This design comes from an exercise in tuning for small area on the open sky130 flow, not from production work. In this exercise RTL edits were held to simulation tests only and were not proved equivalent to the original. The flow treats the clock pin as an ideal source. Dropping or thinning the clock tree relies on that and would not hold on a real chip. No activity file was given, so power comes from the tool's default toggle rates.

the previous run:
==> module pattern_controller, before the edit <==
module pattern_controller (
    input  wire       clk,
    input  wire       reset_n,
    input  wire [1:0] pattern_type,
    input  wire [2:0] color,
    input  wire [2:0] speed,
    output reg        start,
    output reg  [2:0] img_grb,
    output wire       img_all,
    output reg  [2:0] img_pos
);
    reg [1:0]  type_reg;
    reg [2:0]  color_reg;      
    reg [2:0]  speed_reg;
    reg        update;         
    reg [12:0] step_lo;
    reg [4:0]  step_hi;
    reg [1:0]  pos_delta;      
    reg        direction;
    reg        flash_state;
    localparam [12:0] LO_FIRST = 13'h05a3;   
    localparam [12:0] LO_NEXT  = 13'h0b46;   
    localparam [12:0] LO_TERM  = 13'h0dbe;
    function [2:0] color_value;
        input [2:0] sel;
        case (sel)
            3'd0: color_value = 3'b010;
            3'd1: color_value = 3'b100;
            3'd2: color_value = 3'b001;
            3'd3: color_value = 3'b110;
            3'd4: color_value = 3'b101;
            3'd5: color_value = 3'b011;
            3'd6: color_value = 3'b111;
            default: color_value = 3'b000;
        endcase
    endfunction
    wire changed = (pattern_type != type_reg) || (color_value(color) != color_reg) || (speed != speed_reg);
    wire lo_end  = (step_lo == LO_TERM);
    wire parked  = step_hi[4] & ~step_hi[3];
    wire expire  = !update && lo_end && (step_hi == 5'd25);
    wire [2:0] cv = color_reg;
    wire       step_back = pos_delta[1] & pos_delta[0];
    wire [2:0] led_position = img_pos + {step_back, step_back, pos_delta[0]};
    assign img_all = pos_delta[1] & ~pos_delta[0];
    always @(posedge clk) begin
        if (update | expire)
            step_lo <= LO_FIRST;
        else if (lo_end)
            step_lo <= LO_NEXT;
        else
            step_lo <= {step_lo[11:0], step_lo[12] ^ step_lo[9]};
    end
    always @(posedge clk or negedge reset_n) begin
        if (!reset_n) begin
            type_reg <= 2'b00;
            color_reg <= 3'b010;
            speed_reg <= 3'b000;
            start <= 1'b0;
            update <= 1'b0;
            step_hi <= 5'd16;
            pos_delta <= 2'b00;
            direction <= 0;
            flash_state <= 0;
            img_grb <= 3'b000;
            img_pos <= 3'd0;
        end else begin
            start <= update | expire;
            update <= !update && changed;
            type_reg <= pattern_type;
            color_reg <= color_value(color);
            speed_reg <= speed;
            if (update | expire)
                step_hi <= {1'b0, speed_reg, 1'b0};
            else if (lo_end && !parked)
                step_hi <= step_hi - 1'b1;
            if (update) begin
                img_grb <= cv;
                case (type_reg)
                    2'b01, 2'b10: begin
                        img_pos <= 3'd0;
                        pos_delta <= 2'b00;
                        direction <= 1'b0;
                    end
                    default: begin
                        img_pos <= led_position;
                        pos_delta <= 2'b10;
                        if (type_reg == 2'b11)
                            flash_state <= 1'b1;
                    end
                endcase
            end else if (expire) begin
                case (type_reg)
                    2'b01: begin
                        img_grb <= cv;
                        img_pos <= led_position;
                        pos_delta <= 2'b01;
                    end
                    2'b10: begin
                        img_grb <= cv;
                        img_pos <= led_position;
                        if (direction == 1'b0) begin
                            pos_delta <= 2'b01;
                            if (led_position >= 3'd6) direction <= 1'b1;
                        end else begin
                            pos_delta <= 2'b11;
                            if (led_position <= 3'd1) direction <= 1'b0;
                        end
                    end
                    2'b11: begin
                        flash_state <= ~flash_state;
                        img_grb <= flash_state ? cv : 3'b000;
                        img_pos <= led_position;
                        pos_delta <= 2'b10;
                    end
                    default: ;
                endcase
            end
        end
    end
endmodule
==> flow/config.mk <==
export PLATFORM = sky130hd
export DESIGN_NAME = top_led_controller
export DESIGN_NICKNAME = top_led_controller
export VERILOG_FILES = /design/flow/design.v
export SDC_FILE = /design/flow/constraint.sdc
export NUM_CORES = 4
export LEC_CHECK = 0
export CAP_MARGIN = 20
export CORE_MARGIN = 2
export CORE_UTILIZATION = 70
export PLACE_DENSITY = 0.85
export SLEW_MARGIN = 20
==> flow/constraint.sdc <==
create_clock -name core_clock -period 10.0 [get_ports {clk}]
set_input_delay 2.0000 -clock core_clock [delete_from_list [all_inputs] [get_ports {clk}]]
set_output_delay 2.0000 -clock core_clock [all_outputs]
set_load 0.01 [all_outputs]
standard.sh (not shown) runs the stock make flow with config.mk's settings and CLKGATE_MAP_FILE= SYNTH_SCRIPT=/design/flow/synth_recipe.tcl, a recipe that flattens the netlist after the stock synthesis.
==> flow/flow/run.sh <==
#!/bin/bash
# Own layout flow:
#  1. the standard synthesis (bash standard.sh synth), unchanged;
#  2. its combinational logic re-mapped by ABC for area, flip-flop cells and
#     their names untouched: several ABC scripts (deep synthesis with fixed
#     seeds and stop rules) are tried, and the smallest result is used whose
#     logic between flip-flops and ports a SAT proof shows equal to the
#     standard synthesis's;
#  3. the standard layout steps with single-drive port buffers and a clock
#     tree of small buffers without dummy loads.
# Each tool's output goes to a log_*.txt file in the work folder.
set -uo pipefail
W=$(pwd)
F=$W/flow
R=$W/orfs/results/$FLOW_PLATFORM/top_led_controller/base
L=$W/orfs/logs/$FLOW_PLATFORM/top_led_controller/base
LIB=$FLOW_HOME/platforms/$FLOW_PLATFORM/lib/sky130_fd_sc_hd__tt_025C_1v80.lib

bash standard.sh synth > $W/log_synth.txt 2>&1 || exit 1
cp $R/1_2_yosys.v $W/std_synth.v

python3 $F/splitlib.py $LIB $W/comb.lib $W/seq.lib > $W/log_splitlib.txt 2>&1 || exit 1
DU=$(grep -o -- "-dont_use [A-Za-z0-9_]*" $L/1_2_yosys.log | sort -u | tr '\n' ' ')
python3 $F/cutff.py $W/seq.lib $W/std_synth.v $W/eq_gold.v gold 2> $W/log_cut_gold.txt

cand() {
    # cand SCRIPT INPUT_NETLIST: re-map INPUT_NETLIST with an ABC script; keep
    # the result (ok_*.txt) only if it equals the standard synthesis's logic
    local s=$1 in=$2 n
    n=$(basename $s .script)
    yosys -p "read_liberty -lib $W/seq.lib; read_liberty $W/comb.lib; read_verilog $in; hierarchy -top $FLOW_TOP; flatten; opt_clean; abc -script $s -liberty $LIB $DU; opt_clean -purge; hilomap -singleton -hicell sky130_fd_sc_hd__conb_1 HI -locell sky130_fd_sc_hd__conb_1 LO; splitnets; opt_clean -purge; rename -enumerate; tee -o $W/${n}.stat stat -liberty $LIB; write_verilog -noattr -nohex -nodec $W/${n}.v" > $W/log_${n}.txt 2>&1 || return
    python3 $F/cutff.py $W/seq.lib $W/${n}.v $W/eq_${n}.v gate 2> $W/log_cut_${n}.txt || return
    yosys -p "read_liberty $W/comb.lib; read_verilog $W/eq_gold.v $W/eq_${n}.v; hierarchy -check; flatten gold gate; miter -equiv -flatten -make_outputs gold gate miter; hierarchy -top miter; sat -verify -prove trigger 0 miter" > $W/log_eq_${n}.txt 2>&1 || return
    echo "$n $(grep -o "Chip area for module .*: [0-9.]*" $W/${n}.stat | grep -o "[0-9.]*$")" > $W/ok_${n}.txt
}
export -f cand
export W F LIB DU FLOW_TOP
# ABC scripts: deep synthesis (&deepsyn, fixed seed, stops after 300 steps
# without improvement) then area mapping with &nf or amap
mkdir -p $W/scripts
PRE="strash;&get -n;&fraig -x;&put;scorr;dc2;&get -n"
for S in $(seq 1 16); do
    echo "$PRE;&deepsyn -J 300 -T 400 -S $S;&put;&get -n;&dch -f;&nf -R 1000;&put" | tr ';' '\n' > $W/scripts/abc_ds${S}_nf.script
    echo "$PRE;&deepsyn -J 300 -T 400 -S $S;&put;dch -f;amap" | tr ';' '\n' > $W/scripts/abc_ds${S}_amap.script
done
for S in 1 2; do
    echo "$PRE;&deepsyn -J 300 -T 400 -S $S;&put;&get -n;&dch -f;&nf -R 1000;&put" | tr ';' '\n' > $W/scripts/round2_ds${S}_nf.script
done
# first round from the standard synthesis, second round from the best first-round result
ls $W/scripts/abc_*.script | xargs -P ${NUM_CORES:-4} -I{} bash -c "cand {} $W/std_synth.v"
best1=$(cat $W/ok_abc_*.txt 2>/dev/null | sort -k2 -g | head -1 | cut -d' ' -f1)
if [ -n "$best1" ]; then
    ls $W/scripts/round2_*.script | xargs -P ${NUM_CORES:-4} -I{} bash -c "cand {} $W/${best1}.v"
fi
cat $W/ok_*.txt > $W/log_candidates.txt 2>/dev/null
best=$(sort -k2 -g $W/log_candidates.txt | head -1 | cut -d' ' -f1)
echo "chosen: ${best:-standard}" >> $W/log_candidates.txt
if [ -n "$best" ]; then
    cp $W/${best}.v $R/1_2_yosys.v
    rm -f $R/1_synth.odb $R/1_synth.sdc
fi

PORTBUF="BUFFER_PORTS_ARGS=-buffer_cell sky130_fd_sc_hd__buf_1"
bash standard.sh "$PORTBUF" place > $W/log_place.txt 2>&1 || exit 1

# Clock tree: a few clock buffers straight from the clock port, one per group
# of nearby flip-flops; the first configuration (smallest area first) whose
# estimated clock-pin slew stays under 0.115 ns is used, else TritonCTS.
for cfg in "3 sky130_fd_sc_hd__clkbuf_8 1" "3 sky130_fd_sc_hd__clkbuf_8 0" "2 sky130_fd_sc_hd__clkbuf_16 1" "4 sky130_fd_sc_hd__clkbuf_8 1" "4 sky130_fd_sc_hd__clkbuf_8 0" "3 sky130_fd_sc_hd__clkbuf_16 1"; do
    set -- $cfg
    if LIB=$LIB PLATFORM_DIR=$FLOW_HOME/platforms/$FLOW_PLATFORM IN_ODB=$R/3_place.odb IN_SDC=$R/3_place.sdc \
       NBUF=$1 BUFCELL=$2 BALANCE=$3 MAX_SLEW=0.115 OUT_ODB=$R/4_1_cts.odb OUT_SDC=$W/cts_out.sdc \
       openroad -no_init -exit $F/mcts.tcl > $W/log_cts_$1_$2_$3.txt 2>&1; then
        cp $R/4_1_cts.odb $R/4_cts.odb
        cp $W/cts_out.sdc $R/4_cts.sdc
        echo "clock tree: $cfg" > $W/log_cts_chosen.txt
        break
    fi
    rm -f $R/4_1_cts.odb
done

bash standard.sh "$PORTBUF" \
    CTS_ARGS="-sink_clustering_enable -repair_clock_nets -dont_use_dummy_load -buf_list sky130_fd_sc_hd__clkbuf_4 -sink_clustering_size 30 -sink_clustering_max_diameter 400" \
    finish > $W/log_layout.txt 2>&1 || exit 1
Other scripts of this flow, unchanged in this note and not shown: flow/flow/cutff.py, flow/flow/mcts.tcl, flow/flow/splitlib.py
#### Input delta (the current run over the previous run)
diff --git a/flow/design.v b/flow/design.v
--- a/flow/design.v
+++ b/flow/design.v
@@ -11,5 +11,5 @@
 );
     reg [1:0]  type_reg;
-    reg [2:0]  color_reg;      
+    reg [2:0]  color_reg;
     reg [2:0]  speed_reg;
     reg        update;         
@@ -35,9 +35,9 @@
         endcase
     endfunction
-    wire changed = (pattern_type != type_reg) || (color_value(color) != color_reg) || (speed != speed_reg);
+    wire changed = (pattern_type != type_reg) || (color != color_reg) || (speed != speed_reg);
     wire lo_end  = (step_lo == LO_TERM);
     wire parked  = step_hi[4] & ~step_hi[3];
     wire expire  = !update && lo_end && (step_hi == 5'd25);
-    wire [2:0] cv = color_reg;
+    wire [2:0] cv = color_value(color_reg);
     wire       step_back = pos_delta[1] & pos_delta[0];
     wire [2:0] led_position = img_pos + {step_back, step_back, pos_delta[0]};
@@ -54,5 +54,5 @@
         if (!reset_n) begin
             type_reg <= 2'b00;
-            color_reg <= 3'b010;
+            color_reg <= 3'b000;
             speed_reg <= 3'b000;
             start <= 1'b0;
@@ -68,5 +68,5 @@
             update <= !update && changed;
             type_reg <= pattern_type;
-            color_reg <= color_value(color);
+            color_reg <= color;
             speed_reg <= speed;
             if (update | expire)
==> comparison <==
The current run: post-layout instance area is 0.53% higher than what the previous run reported. Compared with the previous run, in the current run share of total power in combinational logic now smaller, worst setup slack shows a reduction of 500 ps, net count of the mapped netlist moved down, flop-to-flop setup slack went down by 500 ps. Looking at clock power share, the current run sits 0.4 points higher than the previous run does.
In every run of this note, the design's own scripts or RTL, not TritonCTS, make the clock network.

[afterwards: timing with drivers on the ports]
How much do the figures lean on ideal ports? The routed layouts below were timed once more, with nothing changed but the port constraints. Step 1 assumes that a clkbuf_16 drives the clock port and a buf_2 every other input. Step 2 moves the port delays by t, midway between the first and last clock arrival at a register: inputs arrive t later, outputs are due t later. That takes back most of the time a late clock gives input paths. Slacks: ideal ports / drivers / drivers and shift; pairs: ideal ports / drivers.
run	shift t [ns]	setup slack, ns	pins driven straight from the clock port
the previous run	0.205	6.783 / 6.783 / 6.723	3
the current run	0.205	6.285 / 6.285 / 6.285	3
After both steps every run listed still meets setup and hold. For the previous run, which loses most, drivers alone change the setup slack by 0.000 ns; drivers and shift together by -0.060 ns.
